From an optimization exercise on the open Yosys and OpenROAD flow, aimed at small area and a short achievable clock period; shortcuts taken in it are not production practice.
Only simulation tests tie the RTL to the original design; equivalence was not proved.
In every run shown here, the design's own scripts or RTL, not TritonCTS, make the clock network.
The clock input has no modelled driver; a real chip could not lean on it and would need a root buffer or a full tree.

**design/flow/config.mk**
```make
export PLATFORM = sky130hd
export DESIGN_NAME = top_module
export DESIGN_NICKNAME = top_module
export VERILOG_FILES = /design/flow/design.v
export SDC_FILE = /design/flow/constraint.sdc
export NUM_CORES = 4
export LEC_CHECK = 0
export CAP_MARGIN = 20
export CORE_MARGIN = 2
export CORE_UTILIZATION = 60
export SLEW_MARGIN = 20
export SYNTH_HIERARCHICAL = 1
export SYNTH_MINIMUM_KEEP_SIZE = 0
export BUFFER_PORTS_ARGS = -buffer_cell sky130_fd_sc_hd__buf_1
export POST_FLOORPLAN_TCL = /design/flow/flow/resize.tcl
export POST_GLOBAL_PLACE_TCL = /design/flow/flow/post_gp.tcl
export FF_CELL = sky130_fd_sc_hd__dfxtp_4
export OUT_BUF = sky130_fd_sc_hd__buf_2
export V_FA = sky130_fd_sc_hd__fa_2
export PRE_CTS_TCL = /design/flow/flow/cts_tree.tcl
export CTS_GRID = 2
export CTS_LEAF = sky130_fd_sc_hd__clkbuf_16
export CTS_ROOT = sky130_fd_sc_hd__clkbuf_16
export CTS_ROOT_GRID = 2
export LOAD_GRID = 4
export LOAD_LEAF = sky130_fd_sc_hd__buf_4
export LOAD_ROOT = sky130_fd_sc_hd__buf_8
```
**design/flow/constraint.sdc**
```tcl
create_clock -name core_clock -period 5.0 [get_ports {clk}]
set_input_delay 1.0000 -clock core_clock [delete_from_list [all_inputs] [get_ports {clk}]]
set_output_delay 1.0000 -clock core_clock [all_outputs]
set_load 0.01 [all_outputs]
```
**design/flow/design.v**
```verilog
module lf_fa(input a, input b, input c, output s, output co);
    assign s  = a ^ b ^ c;
    assign co = (a & b) | (a & c) | (b & c);
endmodule
module lf_inv(input a, output y);
    assign y = ~a;
endmodule
module lf_o21ai(input a1, input a2, input b1, output y);
    assign y = ~((a1 | a2) & b1);
endmodule
module lf_a21oi(input a1, input a2, input b1, output y);
    assign y = ~((a1 & a2) | b1);
endmodule
module lf_a31oi(input a1, input a2, input a3, input b1, output y);
    assign y = ~((a1 & a2 & a3) | b1);
endmodule
module lf_a21o(input a1, input a2, input b1, output y);
    assign y = (a1 & a2) | b1;
endmodule
module lf_nand2(input a, input b, output y);
    assign y = ~(a & b);
endmodule
module lf_dec(input s0, input k, input t0, input t1, input self,
              input load, input data, output n);
    wire sn, a, b, c, e, h, dl;
    lf_inv    g1 (.a(s0), .y(sn));
    lf_o21ai  g2 (.a1(k), .a2(t0), .b1(t1), .y(a));            
    lf_a21oi  g3 (.a1(k), .a2(t0), .b1(t1), .y(b));            
    lf_a31oi  g4 (.a1(self), .a2(sn), .a3(a), .b1(b), .y(c));   
    lf_o21ai  g5 (.a1(k), .a2(t0), .b1(s0), .y(e));            
    lf_a21o   g6 (.a1(b), .a2(e), .b1(load), .y(h));           
    lf_nand2  g7 (.a(data), .b(load), .y(dl));
    lf_o21ai  g8 (.a1(c), .a2(h), .b1(dl), .y(n));
endmodule
module top_module(
    input clk,
    input load,
    input [255:0] data,
    output reg [255:0] q );
    wire [255:0] v0, v1, nxt;
    genvar i, j;
    generate
        for (i = 0; i < 16; i = i + 1) begin : row
            for (j = 0; j < 16; j = j + 1) begin : col
                lf_fa uv (.a(q[((i+15)%16)*16+j]), .b(q[i*16+j]), .c(q[((i+1)%16)*16+j]),
                          .s(v0[i*16+j]), .co(v1[i*16+j]));
            end
            for (j = 0; j < 16; j = j + 1) begin : cl
                localparam M = i*16+j;
                localparam L = i*16+((j+15)%16);
                localparam R = i*16+((j+1)%16);
                wire s0, k, t0, t1;
                lf_fa ul (.a(v0[L]), .b(v0[M]), .c(v0[R]), .s(s0), .co(k));
                lf_fa uh (.a(v1[L]), .b(v1[M]), .c(v1[R]), .s(t0), .co(t1));
                lf_dec ud (.s0(s0), .k(k), .t0(t0), .t1(t1), .self(q[M]),
                           .load(load), .data(data[M]), .n(nxt[M]));
            end
        end
    endgenerate
    always @(posedge clk)
        q <= nxt;
endmodule
```
**design/flow/flow/run.sh**
```bash
#!/bin/bash
# Layout flow: the standard ORFS flow (standard.sh), with
#  - port buffers made from $PORT_BUF instead of the default delay buffer,
#  - after floorplan, cells resized by flow/resize.tcl (flip-flops to a
#    stronger drive, oversized logic gates back to size 1),
#  - after global placement, output port buffers resized to $OUT_BUF
#    by flow/post_gp.tcl,
#  - optionally, clock tree synthesis arguments of our own ($CTS_ARGS),
#  - optionally, timing repair limited to the moves in $MOVES,
#  - optionally, a two-level clock tree of our own (flow/cts_tree.tcl)
#    in place of TritonCTS ($CTS_GRID),
#  - optionally, a buffer tree of our own for the load input ($LOAD_GRID).
# Settings are in flow/opts.sh. Each tool's output goes to its log under
# orfs/logs, and make's output to standard.log here.
set -euo pipefail
here=$(pwd)
source "$here/flow/opts.sh"
{
  echo "export BUFFER_PORTS_ARGS = -buffer_cell $PORT_BUF"
  echo "export POST_FLOORPLAN_TCL = $here/flow/resize.tcl"
  echo "export POST_GLOBAL_PLACE_TCL = $here/flow/post_gp.tcl"
  echo "export FF_CELL = $FF_CELL"
  echo "export OUT_BUF = $OUT_BUF"
  if [[ -n "${V_FA:-}" ]]; then echo "export V_FA = $V_FA"; fi
  if [[ -n "${CTS_ARGS:-}" ]]; then echo "export CTS_ARGS = $CTS_ARGS"; fi
  if [[ -n "${CTS_GRID:-}" ]]; then
    echo "export PRE_CTS_TCL = $here/flow/cts_tree.tcl"
    echo "export CTS_GRID = $CTS_GRID"
    echo "export CTS_LEAF = $CTS_LEAF"
    echo "export CTS_ROOT = $CTS_ROOT"
    echo "export CTS_ROOT_GRID = ${CTS_ROOT_GRID:-1}"
  fi
  if [[ -n "${LOAD_GRID:-}" ]]; then
    echo "export LOAD_GRID = $LOAD_GRID"
    echo "export LOAD_LEAF = $LOAD_LEAF"
    echo "export LOAD_ROOT = $LOAD_ROOT"
  fi
  if [[ -n "${MOVES:-}" ]]; then
    echo "export SETUP_MOVE_SEQUENCE = $MOVES"
    echo "export SKIP_GATE_CLONING = 1"
    echo "export SKIP_LAST_GASP = 1"
  fi
} >> "$FLOW_CONFIG"
bash standard.sh > standard.log 2>&1
```
**design/flow/flow/cts_tree.tcl**
```tcl
# PRE_CTS hook: clock_tree_synthesis replaced by a two-level tree of our
# own (flow/tree.tcl). The flip-flops are split by position into
# $CTS_ROOT_GRID^2 equal groups, each driven by a root buffer ($CTS_ROOT) on
# the clock port; each group is split again into $CTS_GRID^2 equal groups,
# each driven by a leaf buffer ($CTS_LEAF) at its centroid. Every
# flip-flop sees one root and one leaf buffer.
source [file join [file dirname [info script]] tree.tcl]
rename clock_tree_synthesis orfs_clock_tree_synthesis
proc clock_tree_synthesis {args} {
  set block [ord::get_db_block]
  set clk [$block findNet clk]
  $clk setSigType CLOCK
  if {$::env(CTS_ROOT_GRID) == 1} {
    set roots [list [insert_root $clk $::env(CTS_ROOT) clkbuf_root]]
  } else {
    set roots [split_net $clk $::env(CTS_ROOT_GRID) $::env(CTS_ROOT) clkbuf_root]
  }
  set k 0
  foreach net $roots {
    split_net $net $::env(CTS_GRID) $::env(CTS_LEAF) clkbuf_leaf_$k
    incr k
  }
}
```
**design/flow/flow/opts.sh**
```bash
PORT_BUF=sky130_fd_sc_hd__buf_1
FF_CELL=sky130_fd_sc_hd__dfxtp_4
OUT_BUF=sky130_fd_sc_hd__buf_2
CTS_ROOT_GRID=2
CTS_GRID=2
CTS_LEAF=sky130_fd_sc_hd__clkbuf_16
CTS_ROOT=sky130_fd_sc_hd__clkbuf_16
LOAD_GRID=4
LOAD_LEAF=sky130_fd_sc_hd__buf_4
LOAD_ROOT=sky130_fd_sc_hd__buf_8
V_FA=sky130_fd_sc_hd__fa_2
```
**design/flow/flow/post_gp.tcl**
```tcl
# After global placement: output port buffers to $OUT_BUF and, if
# $LOAD_GRID is set, a buffer tree of our own for the load input.
set n 0
foreach inst [[ord::get_db_block] getInsts] {
  set m [[$inst getMaster] getName]
  if {$m eq "sky130_fd_sc_hd__buf_1" && [regexp {^output[0-9]+$} [$inst getName]]} {
    replace_cell [get_cells [$inst getName]] [get_lib_cells $::env(OUT_BUF)]
    incr n
  }
}
puts "post_gp.tcl: $n output buffers to $::env(OUT_BUF)"
if {[info exists ::env(LOAD_GRID)]} {
  source [file join [file dirname [info script]] tree.tcl]
  set block [ord::get_db_block]
  set pnet [[$block findBTerm load] getNet]
  # the port buffer that buffer_ports put on load
  foreach it [$pnet getITerms] {
    if {[$it getIoType] eq "INPUT"} { set ibuf [$it getInst] }
  }
  replace_cell [get_cells [$ibuf getName]] [get_lib_cells $::env(LOAD_ROOT)]
  set lnet [[$ibuf findITerm X] getNet]
  unbuffer_net $lnet
  split_net $lnet $::env(LOAD_GRID) $::env(LOAD_LEAF) loadbuf
}
```
**design/flow/flow/resize.tcl**
```tcl
# Resize cells after floorplan: flip-flops to $FF_CELL, the "_2" sizes that
# synthesis picked for single logic gates back to "_1", and (if $V_FA is
# set) the full adders fed straight from the flip-flops to $V_FA.
set n_ff 0
set n_dn 0
set n_fa 0
proc driver_master {iterm} {
  set net [$iterm getNet]
  if {$net eq "NULL"} { return "" }
  foreach it [$net getITerms] {
    if {[$it isOutputSignal]} { return [[[$it getInst] getMaster] getName] }
  }
  return ""
}
set vfa ""
if {[info exists ::env(V_FA)]} { set vfa $::env(V_FA) }
foreach inst [[ord::get_db_block] getInsts] {
  set m [[$inst getMaster] getName]
  set name [$inst getName]
  if {$m eq "sky130_fd_sc_hd__dfxtp_1" && $m ne $::env(FF_CELL)} {
    replace_cell [get_cells $name] [get_lib_cells $::env(FF_CELL)]
    incr n_ff
  } elseif {[regexp {^(sky130_fd_sc_hd__(o41ai|o31ai|a31oi|nor4bb|o21ai|a21oi|nand2|nor2|xnor2|xor2))_2$} $m -> base]} {
    replace_cell [get_cells $name] [get_lib_cells ${base}_1]
    incr n_dn
  } elseif {$m eq "sky130_fd_sc_hd__fa_1" && $vfa ne ""} {
    if {[string match "sky130_fd_sc_hd__dfxtp*" [driver_master [$inst findITerm A]]]} {
      replace_cell [get_cells $name] [get_lib_cells $vfa]
      incr n_fa
    }
  }
}
puts "resize.tcl: $n_ff flip-flops to $::env(FF_CELL), $n_dn gates to size 1, $n_fa adders to $vfa"
```
**design/flow/flow/tree.tcl**
```tcl
# Buffer trees of our own for the two nets with a large fanout.
#   split_net NET GRID MASTER PREFIX: the sinks of NET are split by position
#   into GRID x GRID groups of equal size; each group is driven by one new
#   buffer of type MASTER at its centroid, whose input is on NET.
proc tree_sinks {net} {
  set sinks {}
  foreach it [$net getITerms] {
    if {[$it getIoType] eq "INPUT"} {
      set bb [[$it getInst] getBBox]
      lappend sinks [list $it [expr {([$bb xMin] + [$bb xMax]) / 2}] [expr {([$bb yMin] + [$bb yMax]) / 2}]]
    }
  }
  return $sinks
}

proc split_net {net g mname prefix} {
  set block [ord::get_db_block]
  set master [[ord::get_db] findMaster $mname]
  set sinks [tree_sinks $net]
  set n [llength $sinks]
  set bycol [lsort -integer -index 1 $sinks]
  set per_col [expr {int(ceil(double($n) / $g))}]
  set k 0
  set outs {}
  for {set c 0} {$c < $g} {incr c} {
    set col [lsort -integer -index 2 [lrange $bycol [expr {$c * $per_col}] [expr {($c + 1) * $per_col - 1}]]]
    set per_row [expr {int(ceil(double([llength $col]) / $g))}]
    for {set r 0} {$r < $g} {incr r} {
      set grp [lrange $col [expr {$r * $per_row}] [expr {($r + 1) * $per_row - 1}]]
      if {[llength $grp] == 0} { continue }
      set sx 0
      set sy 0
      foreach s $grp { set sx [expr {$sx + [lindex $s 1]}]; set sy [expr {$sy + [lindex $s 2]}] }
      set cx [expr {$sx / [llength $grp]}]
      set cy [expr {$sy / [llength $grp]}]
      set buf [odb::dbInst_create $block $master ${prefix}_$k]
      $buf setLocation [expr {$cx - [$master getWidth] / 2}] [expr {$cy - [$master getHeight] / 2}]
      $buf setPlacementStatus PLACED
      set out [odb::dbNet_create $block ${prefix}_net_$k]
      $out setSigType [$net getSigType]
      [$buf findITerm X] connect $out
      foreach s $grp {
        set it [lindex $s 0]
        $it disconnect
        $it connect $out
      }
      [$buf findITerm A] connect $net
      lappend outs $out
      incr k
    }
  }
  puts "tree.tcl: net [$net getName]: $n sinks split over $k $mname buffers"
  return $outs
}

# Insert one buffer of type MASTER between NET's driver and all its sinks;
# returns the new net.
proc insert_root {net mname name} {
  set block [ord::get_db_block]
  set master [[ord::get_db] findMaster $mname]
  set sinks [tree_sinks $net]
  set sx 0
  set sy 0
  foreach s $sinks { set sx [expr {$sx + [lindex $s 1]}]; set sy [expr {$sy + [lindex $s 2]}] }
  set n [llength $sinks]
  set buf [odb::dbInst_create $block $master $name]
  $buf setLocation [expr {$sx / $n - [$master getWidth] / 2}] [expr {$sy / $n - [$master getHeight] / 2}]
  $buf setPlacementStatus PLACED
  set out [odb::dbNet_create $block ${name}_net]
  $out setSigType [$net getSigType]
  foreach s $sinks {
    set it [lindex $s 0]
    $it disconnect
    $it connect $out
  }
  [$buf findITerm X] connect $out
  [$buf findITerm A] connect $net
  return $out
}

# Remove the buffers between NET and its final sinks, so that NET drives
# them all directly again.
proc unbuffer_net {net} {
  set block [ord::get_db_block]
  set removed 0
  set again 1
  while {$again} {
    set again 0
    foreach it [$net getITerms] {
      if {[$it getIoType] ne "INPUT"} { continue }
      set inst [$it getInst]
      if {![regexp {__(buf|clkbuf)_[0-9]+$} [[$inst getMaster] getName]]} { continue }
      set out [[$inst findITerm X] getNet]
      set moved {}
      if {$out ne "NULL"} {
        foreach s [$out getITerms] {
          if {[$s getIoType] eq "INPUT"} { lappend moved $s }
        }
        if {[llength [$out getBTerms]] > 0} { continue }
      }
      foreach s $moved { $s disconnect; $s connect $net }
      odb::dbInst_destroy $inst
      if {$out ne "NULL"} { odb::dbNet_destroy $out }
      incr removed
      set again 1
      break
    }
  }
  set kinds {}
  foreach it [$net getITerms] {
    if {[$it getIoType] eq "INPUT"} { dict incr kinds [[[$it getInst] getMaster] getName] }
  }
  puts "tree.tcl: net [$net getName]: $removed buffers removed; sinks now: $kinds"
}
```
**design/flow/standard.sh**
```bash
#!/bin/bash
# synth_recipe.tcl (not shown) runs the flow's synth.tcl, then flattens the netlist and writes it again
# the make line also repeats each setting of config.mk as NAME=value (left out here)
make -C /OpenROAD-flow-scripts/flow DESIGN_CONFIG=/design/flow/config.mk WORK_HOME=/design/flow/orfs CLKGATE_MAP_FILE= SYNTH_SCRIPT=/design/flow/synth_recipe.tcl "${@:-finish}"
```
==> run_results.csv, run 1 <==
group,metric,value,unit
worst_setup_path,regToRegStartpoint,"q[248]$_DFF_P_",
worst_setup_path,worstPathArrival,2.27,ns
detailed_routing,routedWlPerCell,24.04,µm
global_route,grtUsageTotal,37.60,%
placed_design,place_area,35910,µm²
detailed_routing,avgViaCountPerCell,6.449,
run,cap_violations,0,
floorplanning,rows,84,
worst_setup_path,crit_family,"adder cells",
cells_and_area,layout.nets,4649,
floorplanning,initial_core_util,60.83,%
synth,synthCells,3072,
sta,slew_viol_final,0,
synth,synth_nets,4098,
worst_setup_path,worstSetupPathType,"reg -> reg",
synth,synth-seq-area-share,16.00,%
sta,setup_violations,0,
synth,syn_area_per_cell,10.43,µm²
worst_setup_path,startpoint,"q[248]$_DFF_P_",
floorplanning,num_io_pins,514,
clock_network,clk_pin_slew,0.08,ns
cells_and_area,top_register,"q",
clock_network,hold_buffers,0,
floorplanning,core,52660,µm²
worst_hold_path,hp-class,"reg -> reg",
cells_and_area,largest_reg_flops,256,
sta,post-route-min-period,2.050,ns
worst_setup_path,critPathCaptureType,"register",
worst_setup_path,cp-start-kind,"register",
floorplanning,die_x,235.1,µm
floorplanning,die_area,55250,µm²
worst_setup_path,crit_slowest_cell,"fa_2",
cells_and_area,top_regs,"q (256)",
status,status,"timing/DRC/antenna clean",
clock_network,ctsResizeCount,0,
sta,hold_ws,0.6335,ns
placed_design,dp_cells,4289,
clock_network,clk_latency,0.33,ns
global_route,grt_max_degree,33,
cells_and_area,layoutNonFillerInstCount,4321,
worst_setup_path,cp.required,5.22,ns
synth,syn_area,32030,µm²
synth,yosys_warnings,7,
worst_setup_path,path_cells,"fa_2, fa_1, a21oi_1, a21o_1, o21ai_1",
cells_and_area,stdcell_area,36440,µm²
sta,worst_pin_slew,0.3800,ns
detailed_routing,ant_nets,0,
sta,relSlewSlack,74.67,%
cells_and_area,final_cell_mix,"768 x o21ai_1, 512 x fa_1",
sta,setup-tns-final,0,ns
sta,finClkSkew,0.009328,ns
global_route,overflow,0,
global_route,grt_pass1_vias,29110,
global_route,antenna_found_initial,13,
placed_design,io_buffers,513,
detailed_routing,vias,27870,
worst_setup_path,crit_fanout,5,
placed_design,hpwl,87750,µm
clock_network,cts_setup_buffers,0,
sta,hold_viol,0,
detailed_routing,drcViolationCount,0,
detailed_routing,dr.pass1.iters,6,
worst_setup_path,slowest_delay,0.51,ns
sta,rsz0062_at_grt,"false",
sta,min_period_over_period,41.00,%
worst_hold_path,worstHoldStart,"q[19]$_DFF_P_",
cells_and_area,drive_gt1_share,22.23,%
sta,max_freq,487.8,MHz
cells_and_area,area_delta_synth_final,13.77,%
detailed_routing,drtIter0Drc,2527,
cells_and_area,final_common_cell,"o21ai_1",
floorplanning,die_h,235.1,µm
synth,synth_cell_types,8,
worst_setup_path,path_buf_inv,0,
synth,synth-seq-cells,256,
global_route,grt_pass1_wl,162000,µm
detailed_routing,wl,103900,µm
-- worst paths after layout --
path                    endpoint  slack, ns  depth (start not counted)
hold reg to reg    q[19]$_DFF_P_       0.63                          2
setup / recovery  q[249]$_DFF_P_       2.95                          5
setup reg to reg  q[249]$_DFF_P_       2.95                          5
hold / removal     q[19]$_DFF_P_       0.63                          2
-- routing by layer --
layer | global-route usage (%) | vias to the layer above | wire length, µm
met3 | 5.016 | 294 | 8029
met4 | 17.11 | 2 | 5528
li1 | - | 12100 | -
met2 | 61.78 | 1414 | 50020
met1 | 50.23 | 14050 | 40290
met5 | 0 | - | 11
-- cells in the mapped netlist --
cell	instances	area (µm²)
a21o_1	256	1922
a21oi_2	256	2242
a31oi_1	256	1602
dfxtp_1	256	5125
fa_1	768	15370
inv_1	256	960.9
nand2_1	256	960.9
o21ai_1	768	3844
-- final cells by class --
type | count | area [µm²]
antenna | 12 | 30.03
buffer | 36 | 620.6
fill | 4039 | 16220
inverter | 256 | 960.9
multi-input combinational | 2560 | 25620
sequential | 256 | 6086
tap | 688 | 860.8
timing repair buffer | 513 | 2257
-- stage by stage --
stage	utilization (%)	worst slack [ns]
6_report	69.20	2.950
5_1_grt	69.20	2.877
4_1_cts	69.15	2.912
3_5_place_dp	68.20	2.929
3_3_place_gp	67.59	2.396
2_1_floorplan	-	3.044
-- per-module statistics from Yosys (local to each module, per instance), a selection --
module      times used  cells
lf_nand2           256      1
lf_fa              768      1
lf_inv             256      1
lf_a21o            256      1
top_module           1    256
lf_a21oi           256      1
lf_a31oi           256      1
lf_o21ai           768      1
-- cell families after synthesis --
family          count (synthesis)  share of synthesized area, %
buf+inv                       256                         3.000
fa+ha+maj                     768                         48.00
flops                         256                         16.00
compound gates               1536                         30.00
simple gates                  256                         3.000
-- worst min-delay path, cell delays in order (launching register included) --
cell and delay, ns:
dfxtp_4 0.41, a31oi_1 0.09, o21ai_1 0.10
==> run 2, diff against run 1 <==
--- a/design/flow/flow/opts.sh
+++ b/design/flow/flow/opts.sh
@@ -1,5 +1,5 @@
 PORT_BUF=sky130_fd_sc_hd__buf_1
-FF_CELL=sky130_fd_sc_hd__dfxtp_4
+FF_CELL=sky130_fd_sc_hd__dfxtp_2
 OUT_BUF=sky130_fd_sc_hd__buf_2
 CTS_ROOT_GRID=2
 CTS_GRID=2
--- a/design/flow/config.mk
+++ b/design/flow/config.mk
@@ -14,7 +14,7 @@
 export BUFFER_PORTS_ARGS = -buffer_cell sky130_fd_sc_hd__buf_1
 export POST_FLOORPLAN_TCL = /design/flow/flow/resize.tcl
 export POST_GLOBAL_PLACE_TCL = /design/flow/flow/post_gp.tcl
-export FF_CELL = sky130_fd_sc_hd__dfxtp_4
+export FF_CELL = sky130_fd_sc_hd__dfxtp_2
 export OUT_BUF = sky130_fd_sc_hd__buf_2
 export V_FA = sky130_fd_sc_hd__fa_2
 export PRE_CTS_TCL = /design/flow/flow/cts_tree.tcl
==> run_results.csv, run 2 <==
group,metric,value,unit
status,status,"timing/DRC/antenna clean",
detailed_routing,ant_nets,0,
placed_design,place_ws,2.892,ns
worst_setup_path,startpoint,"q[151]$_DFF_P_",
sta,setup_violations,0,
synth,synth_cell_types,8,
sta,setup_ws,2.817,ns
detailed_routing,vias,27790,
synth,synthCells,3072,
sta,hold_viol,0,
floorplanning,num_io_pins,514,
worst_setup_path,reg2regPathDepth,5,
placed_design,place_area,35270,µm²
sta,slew_viol_final,0,
cells_and_area,layout.nets,4649,
cells_and_area,stdcell_area,35800,µm²
floorplanning,die_h,235.1,µm
worst_setup_path,crit_fanout,5,
run,cap_violations,0,
worst_setup_path,cp.depth,5,
global_route,grtUsageTotal,37.32,%
detailed_routing,wl,103600,µm
detailed_routing,dr.pass1.iters,5,
placed_design,io_buffers,513,
placed_design,dp_cells,4289,
synth,synth-seq-area-share,16.00,%
cells_and_area,drive_gt1_share,22.23,%
worst_setup_path,regToRegStartpoint,"q[151]$_DFF_P_",
synth,synth-seq-cells,256,
sta,max_freq,458.2,MHz
worst_setup_path,cp-endpoint,"q[135]$_DFF_P_",
cells_and_area,fin_util,67.98,%
synth,syn_area_per_cell,10.43,µm²
worst_setup_path,worstSetupPathType,"reg -> reg",
clock_network,hold_buffers,0,
floorplanning,initial_core_util,60.83,%
cells_and_area,final_common_cell,"o21ai_1",
cells_and_area,largest_reg_flops,256,
sta,post-route-min-period,2.183,ns
worst_setup_path,crit_family,"adder cells",
synth,yosys-top-cells-area,"fa_1 48%, dfxtp_1 16%, o21ai_1 12%",
worst_setup_path,worstPathArrival,2.40,ns
floorplanning,die_area,55250,µm²
sta,relSlewSlack,75.21,%
detailed_routing,drcViolationCount,0,
worst_setup_path,path_cells,"fa_2, fa_1, a21oi_1, a21o_1, o21ai_1",
clock_network,clk_pin_slew,0.08,ns
placed_design,hpwl,87580,µm
clock_network,clk_latency,0.33,ns
synth,synth_nets,4098,
global_route,overflow,0,
clock_network,cts_setup_buffers,0,
detailed_routing,drtIter0Drc,2466,
sta,finClkSkew,0.01177,ns
floorplanning,die_x,235.1,µm
detailed_routing,routedWlPerCell,23.98,µm
synth,synthFlopType,"dfxtp_1",
synth,synth_top_area_share,48.00,%
global_route,grt_max_degree,33,
sta,min_period_over_period,43.65,%
cells_and_area,top_register,"q",
cells_and_area,final_cell_mix,"768 x o21ai_1, 512 x fa_1",
global_route,grt_pass1_vias,28840,
worst_setup_path,critPathCaptureType,"register",
worst_setup_path,r2r_end,"q[135]$_DFF_P_",
cells_and_area,area_delta_synth_final,11.76,%
synth,yosys_warnings,7,
synth,synth-edff-count,0,
synth,synth_largest_area_cell,"fa_1",
detailed_routing,avgViaCountPerCell,6.434,
cells_and_area,layoutNonFillerInstCount,4320,
floorplanning,rows,84,
worst_setup_path,crit_slowest_cell,"fa_2",
worst_setup_path,cp-start-kind,"register",
worst_setup_path,slowest_delay,0.57,ns
worst_hold_path,hp-class,"reg -> reg",
sta,setup-tns-final,0,ns
sta,rsz0062_at_grt,"false",
sta,hold_ws,0.6472,ns
cells_and_area,top_regs,"q (256)",
clock_network,ctsResizeCount,0,
floorplanning,core,52660,µm²
sta,worst_pin_slew,0.3718,ns
worst_setup_path,cp.required,5.22,ns
worst_setup_path,path_buf_inv,0,
synth,ys_async_sr_fraction,0,%
global_route,antenna_found_initial,21,
synth,synth_common_cells,"768 x fa_1, 768 x o21ai_1",
global_route,grt_pass1_wl,160900,µm
synth,syn_area,32030,µm²
worst_setup_path,reg2reg_slack,2.82,ns
run 2: cell counts after synthesis:
Identical to the previous run, type by type.
run 2: routing by layer:
metal  share of wire, %  wire length, µm  up-vias  track usage (%)
li1                   -                -    12070                -
met1                 38            39820    13990            49.38
met2                 47            48990     1421            60.16
met3                8.8             9160      295            7.366
met4                5.3             5510       20            16.74
met5               0.12              122        -                0
run 2: how the worst min path moves through the flow:
stage	from	to	slack, ns	cells after the start
after CTS	q[104]$_DFF_P_	q[104]$_DFF_P_	0.64	2
after detailed placement	q[104]$_DFF_P_	q[104]$_DFF_P_	0.64	2
after global routing	q[23]$_DFF_P_	q[23]$_DFF_P_	0.68	2
after floorplan	q[0]$_DFF_P_	q[0]$_DFF_P_	0.67	2
final	q[104]$_DFF_P_	q[104]$_DFF_P_	0.65	2
after global placement	q[35]$_DFF_P_	q[35]$_DFF_P_	0.62	2
run 2: area by class of cell:
class | instances | area (µm²)
multi-input cells | 2560 | 25620
fillers | 4142 | 16860
flip-flops and latches | 256 | 5445
repair buffers | 513 | 2257
inverters | 256 | 960.9
well taps | 688 | 860.8
plain buffers | 36 | 620.6
diodes | 11 | 27.53
run 2: logic make-up (layout without fill, tap and decap cells):
kind of cell	count (synthesis)	after routing	synth area share [%]
AO/OA/AOI/OAI	1536	1536	30.00
other	0	11	0
adder cells (fa/ha/maj)	768	768	48.00
flip-flops	256	256	16.00
AND/OR/NAND/NOR	256	256	3.000
buffers and inverters	256	805	3.000
run 2: per-module statistics from Yosys, one instance, submodules excluded, a selection:
module,cells,flops+latches
lf_a21oi,1,0
lf_a21o,1,0
lf_a31oi,1,0
lf_inv,1,0
lf_fa,1,0
lf_o21ai,1,0
top_module,256,256
run 2: tightest hold or removal path, cell delays in order (launching register included):
cell,delay [ns]
dfxtp_2,0.38
a31oi_1,0.17
o21ai_1,0.06
==> run 3, diff against run 2 <==
--- a/design/flow/flow/run.sh
+++ b/design/flow/flow/run.sh
@@ -4,7 +4,7 @@
 #  - after floorplan, cells resized by flow/resize.tcl (flip-flops to a
 #    stronger drive, oversized logic gates back to size 1),
 #  - after global placement, output port buffers resized to $OUT_BUF
-#    by flow/post_gp.tcl,
+#    by flow/post_gp.tcl (and, with $OUT_NEAR, moved toward their flip-flops),
 #  - optionally, clock tree synthesis arguments of our own ($CTS_ARGS),
 #  - optionally, timing repair limited to the moves in $MOVES,
 #  - optionally, a two-level clock tree of our own (flow/cts_tree.tcl)
@@ -22,6 +22,7 @@
   echo "export FF_CELL = $FF_CELL"
   echo "export OUT_BUF = $OUT_BUF"
   if [[ -n "${V_FA:-}" ]]; then echo "export V_FA = $V_FA"; fi
+  if [[ -n "${OUT_NEAR:-}" ]]; then echo "export OUT_NEAR = $OUT_NEAR"; fi
   if [[ -n "${CTS_ARGS:-}" ]]; then echo "export CTS_ARGS = $CTS_ARGS"; fi
   if [[ -n "${CTS_GRID:-}" ]]; then
     echo "export PRE_CTS_TCL = $here/flow/cts_tree.tcl"
==> design/flow/flow/opts.sh (replaced) <==
PORT_BUF=sky130_fd_sc_hd__buf_1
FF_CELL=sky130_fd_sc_hd__dfxtp_4
OUT_BUF=sky130_fd_sc_hd__buf_2
CTS_ROOT_GRID=2
CTS_GRID=2
CTS_LEAF=sky130_fd_sc_hd__clkbuf_16
CTS_ROOT=sky130_fd_sc_hd__clkbuf_16
LOAD_GRID=4
LOAD_LEAF=sky130_fd_sc_hd__buf_4
LOAD_ROOT=sky130_fd_sc_hd__buf_8
V_FA=sky130_fd_sc_hd__fa_2
OUT_NEAR=0.5
--- a/design/flow/flow/post_gp.tcl
+++ b/design/flow/flow/post_gp.tcl
@@ -9,6 +9,29 @@
   }
 }
 puts "post_gp.tcl: $n output buffers to $::env(OUT_BUF)"
+# If $OUT_NEAR is set, move each output port buffer from the pin to a point
+# $OUT_NEAR of the way from its flip-flop to the pin (detailed placement
+# legalizes it later), so that the flip-flop does not drive the long wire.
+if {[info exists ::env(OUT_NEAR)]} {
+  set moved 0
+  foreach inst [[ord::get_db_block] getInsts] {
+    if {![regexp {^output[0-9]+$} [$inst getName]]} { continue }
+    set a [[$inst findITerm A] getNet]
+    set drv ""
+    foreach it [$a getITerms] {
+      if {[$it isOutputSignal]} { set drv [$it getInst] }
+    }
+    if {$drv eq ""} { continue }
+    set ob [$inst getBBox]
+    set db [$drv getBBox]
+    set f $::env(OUT_NEAR)
+    set x [expr {int([$db xMin] + $f * ([$ob xMin] - [$db xMin]))}]
+    set y [expr {int([$db yMin] + $f * ([$ob yMin] - [$db yMin]))}]
+    $inst setLocation $x $y
+    incr moved
+  }
+  puts "post_gp.tcl: $moved output buffers moved $::env(OUT_NEAR) of the way from their flip-flops"
+}
 if {[info exists ::env(LOAD_GRID)]} {
   source [file join [file dirname [info script]] tree.tcl]
   set block [ord::get_db_block]
--- a/design/flow/config.mk
+++ b/design/flow/config.mk
@@ -14,9 +14,10 @@
 export BUFFER_PORTS_ARGS = -buffer_cell sky130_fd_sc_hd__buf_1
 export POST_FLOORPLAN_TCL = /design/flow/flow/resize.tcl
 export POST_GLOBAL_PLACE_TCL = /design/flow/flow/post_gp.tcl
-export FF_CELL = sky130_fd_sc_hd__dfxtp_2
+export FF_CELL = sky130_fd_sc_hd__dfxtp_4
 export OUT_BUF = sky130_fd_sc_hd__buf_2
 export V_FA = sky130_fd_sc_hd__fa_2
+export OUT_NEAR = 0.5
 export PRE_CTS_TCL = /design/flow/flow/cts_tree.tcl
 export CTS_GRID = 2
 export CTS_LEAF = sky130_fd_sc_hd__clkbuf_16
==> run_results.csv, run 3 <==
group,metric,value,unit
status,status,"timing/DRC/antenna clean",
sta,finClkSkew,0.01513,ns
synth,synthCells,3072,
cells_and_area,largest_reg_flops,256,
worst_setup_path,worstPathArrival,2.28,ns
floorplanning,die_area,55250,µm²
global_route,grt_pass1_wl,164900,µm
sta,hold_ws,0.6272,ns
placed_design,io_buffers,513,
worst_setup_path,critPathCaptureType,"register",
synth,synth_top_area_share,48.00,%
floorplanning,initial_core_util,60.83,%
cells_and_area,layout.nets,4649,
clock_network,cts_setup_buffers,0,
cells_and_area,top_register,"q",
synth,synthFlopType,"dfxtp_1",
synth,synth_nets,4098,
cells_and_area,final_cell_mix,"768 x o21ai_1, 512 x fa_1",
clock_network,hold_buffers,0,
detailed_routing,wl,105800,µm
worst_hold_path,hp-class,"reg -> reg",
detailed_routing,routedWlPerCell,24.49,µm
detailed_routing,drcViolationCount,0,
detailed_routing,ant_nets,0,
placed_design,hpwl,89530,µm
synth,yosys-top-cells-area,"fa_1 48%, dfxtp_1 16%, o21ai_1 12%",
worst_setup_path,cp-start-kind,"register",
placed_design,dp_cells,4289,
floorplanning,die_x,235.1,µm
synth,ys_async_sr_fraction,0,%
clock_network,ctsResizeCount,0,
synth,synth-edff-count,0,
global_route,grtUsageTotal,38.39,%
detailed_routing,vias,27800,
cells_and_area,layoutNonFillerInstCount,4321,
sta,setup_violations,0,
sta,slew_viol_final,0,
global_route,overflow,0,
worst_setup_path,crit_fanout,5,
synth,synth_cell_types,8,
detailed_routing,dr.pass1.iters,6,
global_route,grt_pass1_vias,29040,
cells_and_area,drive_gt1_share,22.23,%
sta,rsz0062_at_grt,"false",
global_route,antenna_found_initial,17,
synth,synth_largest_area_cell,"fa_1",
worst_setup_path,worstSetupPathType,"reg -> reg",
floorplanning,rows,84,
placed_design,place_ws,2.881,ns
cells_and_area,area_delta_synth_final,13.77,%
sta,relSlewSlack,74.77,%
sta,setup_ws,2.943,ns
floorplanning,num_io_pins,514,
floorplanning,core,52660,µm²
global_route,grt_max_degree,33,
cells_and_area,stdcell_area,36440,µm²
sta,setup-tns-final,0,ns
cells_and_area,fin_util,69.20,%
synth,synth-seq-cells,256,
synth,synth_common_cells,"768 x fa_1, 768 x o21ai_1",
sta,worst_pin_slew,0.3784,ns
synth,syn_area_per_cell,10.43,µm²
sta,hold_viol,0,
sta,max_freq,486.1,MHz
cells_and_area,final_common_cell,"o21ai_1",
synth,syn_area,32030,µm²
detailed_routing,avgViaCountPerCell,6.433,
synth,yosys_warnings,7,
cells_and_area,top_regs,"q (256)",
synth,synth-seq-area-share,16.00,%
sta,post-route-min-period,2.057,ns
detailed_routing,drtIter0Drc,2597,
clock_network,clk_latency,0.34,ns
run,cap_violations,0,
floorplanning,die_h,235.1,µm
worst_setup_path,cp.required,5.22,ns
placed_design,place_area,35910,µm²
sta,min_period_over_period,41.14,%
clock_network,clk_pin_slew,0.09,ns
==> run 3: cell counts after synthesis <==
No cell type changed its count.
==> run 3: worst max-delay path, stage by stage (launching register included) <==
cell,delay [ns]
dfxtp_4,0.43
fa_2,0.51
fa_1,0.47
a21oi_1,0.27
a21o_1,0.19
o21ai_1,0.07
==> run 3: cell families (layout without fill, tap and decap cells) <==
kind of cell             after synthesis  after routing  share of synthesized area [%]
AO/OA/AOI/OAI                       1536           1536                          30.00
buffers and inverters                256            805                          3.000
AND/OR/NAND/NOR                      256            256                          3.000
flip-flops                           256            256                          16.00
adder cells (fa/ha/maj)              768            768                          48.00
other                                  0             12                              0
==> run 3: cell type report <==
type / instances / area (µm²)
inverters: 256 / 960.9
fillers: 4059 / 16220
flip-flops and latches: 256 / 6086
well taps: 688 / 860.8
plain buffers: 36 / 620.6
diodes: 12 / 30.03
multi-input cells: 2560 / 25620
repair buffers: 513 / 2257
==> run 3: modules after synthesis, one instance, submodules excluded, a selection <==
module,cell area (µm²),flops+latches
lf_nand2,3.754,0
lf_o21ai,5.005,0
lf_a31oi,6.256,0
top_module,5125,256
lf_a21o,7.507,0
lf_a21oi,8.758,0
lf_inv,3.754,0
lf_fa,20.02,0
==> run 3: path summary, 6_finish.rpt <==
check | slack [ns] | startpoint | cells after the start | to
setup / recovery | 2.94 | q[95]$_DFF_P_ | 5 | q[64]$_DFF_P_
hold / removal | 0.63 | q[212]$_DFF_P_ | 2 | q[212]$_DFF_P_
setup reg to reg | 2.94 | q[95]$_DFF_P_ | 5 | q[64]$_DFF_P_
hold reg to reg | 0.63 | q[212]$_DFF_P_ | 2 | q[212]$_DFF_P_
==> run 3: metal layers <==
layer  up-vias  routed length [µm]  track usage, %
li1      12070                   -               -
met1     14050               40330           50.27
met2      1361               50570           61.97
met3       306                8939           7.472
met4        12                5937           18.41
met5         -                  63               0
==> run 4, diff against run 3 <==
--- a/design/flow/flow/opts.sh
+++ b/design/flow/flow/opts.sh
@@ -9,4 +9,4 @@
 LOAD_LEAF=sky130_fd_sc_hd__buf_4
 LOAD_ROOT=sky130_fd_sc_hd__buf_8
 V_FA=sky130_fd_sc_hd__fa_2
-OUT_NEAR=0.5
+OUT_NEAR=0.1
--- a/design/flow/config.mk
+++ b/design/flow/config.mk
@@ -17,7 +17,7 @@
 export FF_CELL = sky130_fd_sc_hd__dfxtp_4
 export OUT_BUF = sky130_fd_sc_hd__buf_2
 export V_FA = sky130_fd_sc_hd__fa_2
-export OUT_NEAR = 0.5
+export OUT_NEAR = 0.1
 export PRE_CTS_TCL = /design/flow/flow/cts_tree.tcl
 export CTS_GRID = 2
 export CTS_LEAF = sky130_fd_sc_hd__clkbuf_16
==> run_results.csv, run 4 <==
group,metric,value,unit
cells_and_area,final_common_cell,"o21ai_1",
cells_and_area,top_regs,"q (256)",
worst_setup_path,path_cells,"fa_2, fa_1, a21oi_1, a21o_1, o21ai_1",
cells_and_area,area_delta_synth_final,13.73,%
detailed_routing,vias,27910,
worst_setup_path,critPathCaptureType,"register",
synth,synth_nets,4098,
global_route,grt_pass1_wl,168600,µm
clock_network,clk_pin_slew,0.09,ns
floorplanning,num_io_pins,514,
synth,synth-seq-area-share,16.00,%
synth,synth_top_area_share,48.00,%
synth,synth_common_cells,"768 x fa_1, 768 x o21ai_1",
synth,ys_async_sr_fraction,0,%
sta,worst_pin_slew,0.3758,ns
floorplanning,die_x,235.1,µm
clock_network,hold_buffers,0,
floorplanning,rows,84,
synth,synth-edff-count,0,
global_route,grt_pass1_vias,28940,
floorplanning,core,52660,µm²
detailed_routing,routedWlPerCell,25.44,µm
worst_setup_path,regToRegStartpoint,"q[196]$_DFF_P_",
sta,setup_ws,2.923,ns
global_route,antenna_found_initial,9,
worst_setup_path,worstPathArrival,2.30,ns
placed_design,hpwl,93820,µm
sta,finClkSkew,0.01284,ns
placed_design,place_ws,2.908,ns
clock_network,clk_latency,0.33,ns
cells_and_area,layout.nets,4649,
placed_design,io_buffers,513,
sta,hold_viol,0,
sta,slew_viol_final,0,
cells_and_area,top_register,"q",
synth,synth_largest_area_cell,"fa_1",
worst_setup_path,startpoint,"q[196]$_DFF_P_",
detailed_routing,drcViolationCount,0,
synth,synth-seq-cells,256,
global_route,grt_max_degree,33,
detailed_routing,wl,109800,µm
detailed_routing,avgViaCountPerCell,6.465,
synth,synthCells,3072,
sta,post-route-min-period,2.077,ns
sta,max_freq,481.4,MHz
cells_and_area,final_cell_mix,"768 x o21ai_1, 512 x fa_1",
global_route,overflow,0,
worst_setup_path,cp.required,5.22,ns
status,status,"timing/DRC/antenna clean",
worst_setup_path,cp-endpoint,"q[197]$_DFF_P_",
sta,relSlewSlack,74.95,%
placed_design,dp_cells,4289,
global_route,grtUsageTotal,39.73,%
synth,yosys_warnings,7,
worst_setup_path,worstSetupPathType,"reg -> reg",
synth,syn_area,32030,µm²
worst_setup_path,r2r_end,"q[197]$_DFF_P_",
cells_and_area,drive_gt1_share,22.23,%
floorplanning,die_h,235.1,µm
worst_setup_path,slowest_delay,0.53,ns
synth,yosys-top-cells-area,"fa_1 48%, dfxtp_1 16%, o21ai_1 12%",
floorplanning,initial_core_util,60.83,%
synth,synth_cell_types,8,
clock_network,cts_setup_buffers,0,
worst_setup_path,crit_slowest_cell,"fa_2",
run,cap_violations,0,
cells_and_area,largest_reg_flops,256,
floorplanning,die_area,55250,µm²
sta,min_period_over_period,41.55,%
cells_and_area,layoutNonFillerInstCount,4317,
detailed_routing,ant_nets,0,
sta,rsz0062_at_grt,"false",
detailed_routing,dr.pass1.iters,6,
clock_network,ctsResizeCount,0,
detailed_routing,drtIter0Drc,2768,
worst_setup_path,cp-start-kind,"register",
synth,synthFlopType,"dfxtp_1",
worst_hold_path,hp-class,"reg -> reg",
worst_setup_path,reg2regPathDepth,5,
worst_setup_path,crit_fanout,5,
worst_setup_path,reg2reg_slack,2.92,ns
sta,setup_violations,0,
sta,setup-tns-final,0,ns
synth,syn_area_per_cell,10.43,µm²
==> run 4: cell types whose count changed in the layout (fill, tap and decap cells not counted), sizes merged <==
cell / previous run / this run
diode: 12 / 8
==> run 4: final cells by class <==
| cell class | instances | area, µm² |
|---|---|---|
| flip-flops and latches | 256 | 6086 |
| well taps | 688 | 860.8 |
| plain buffers | 36 | 620.6 |
| inverters | 256 | 960.9 |
| multi-input cells | 2560 | 25620 |
| repair buffers | 513 | 2257 |
| fillers | 4022 | 16230 |
| diodes | 8 | 20.02 |
==> run 4: how the worst min path moves through the flow <==
stage	slack, ns	cells past startpoint	end	startpoint
final	0.63	2	q[182]$_DFF_P_	q[182]$_DFF_P_
after global routing	0.65	2	q[184]$_DFF_P_	q[184]$_DFF_P_
after CTS	0.61	2	q[212]$_DFF_P_	q[212]$_DFF_P_
after detailed placement	0.61	2	q[212]$_DFF_P_	q[212]$_DFF_P_
after global placement	0.60	2	q[12]$_DFF_P_	q[12]$_DFF_P_
after floorplan	0.67	2	q[0]$_DFF_P_	q[0]$_DFF_P_
==> run 4: kinds of logic after synthesis <==
group	synth area share, %
adders and majority gates	48.00
and+or+nand+nor	3.000
DFF	16.00
AOI/OAI and AO/OA	30.00
buffers and inverters	3.000
==> run 4: layer usage <==
metal | track usage (%) | wire length [µm]
met1 | 52.50 | 41620
met5 | 0 | 9
met2 | 65.33 | 53220
met3 | 6.685 | 9311
met4 | 17.09 | 5665
==> run 4: worst max-delay path: cells and delay by family, from the launching register on <==
kind / cells / cell delay, ns
adders and majority gates: 2 / 1.03
DFF: 1 / 0.42
AOI/OAI and AO/OA: 3 / 0.52
==> run 4: per-stage QoR <==
stage	util (%)	area, µm²	hold slack (ns)
2_1_floorplan	-	32030	0.6712
3_5_place_dp	68.20	35910	0.6075
6_report	69.19	36430	0.6294
5_1_grt	69.18	36430	0.6534
3_3_place_gp	67.59	35590	0.6037
4_1_cts	69.15	36410	0.6080
==> run 4: per-module statistics from Yosys (local to each module, per instance), a selection <==
| module | cell area, µm² | flip-flops and latches | cells |
|---|---|---|---|
| top_module | 5125 | 256 | 256 |
| lf_fa | 20.02 | 0 | 1 |
| lf_inv | 3.754 | 0 | 1 |
| lf_o21ai | 5.005 | 0 | 1 |
| lf_a21oi | 8.758 | 0 | 1 |
| lf_nand2 | 3.754 | 0 | 1 |
| lf_a21o | 7.507 | 0 | 1 |
| lf_a31oi | 6.256 | 0 | 1 |

[port drivers added, routing unchanged]
No port has a modelled driver above. Below, the same layouts with a new extraction and two added sets of constraints. Step 1 assumes that a clkbuf_16 drives the clock port and a buf_2 every other input. Step 2 also shifts input and output timing later by t, the mid clock arrival at the registers, as if the neighbouring blocks saw the same clock. a / b / c = ideal ports / drivers / drivers and shift; a / b = the first two.
| run | shift t [ns] | setup slack, ns | hold WS [ns] | slew at the worst register clock pin (ns) | worst slew at a driven data input, ns |
|---|---|---|---|---|---|
| run 1 | 0.459 | 2.950 / 2.903 / 2.845 | 0.634 / 0.634 / 0.634 | 0.09 / 0.09 | 0.13 |
| run 2 | 0.469 | 2.817 / 2.803 / 2.817 | 0.647 / 0.647 / 0.647 | 0.09 / 0.09 | 0.13 |
| run 3 | 0.465 | 2.943 / 2.887 / 2.780 | 0.627 / 0.627 / 0.627 | 0.09 / 0.09 | 0.13 |
| run 4 | 0.463 | 2.923 / 2.863 / 2.798 | 0.629 / 0.629 / 0.629 | 0.09 / 0.09 | 0.12 |
After both steps setup and hold are still met in every run listed. For run 3, which loses most, drivers alone change the setup slack by -0.056 ns; drivers and shift together by -0.163 ns.
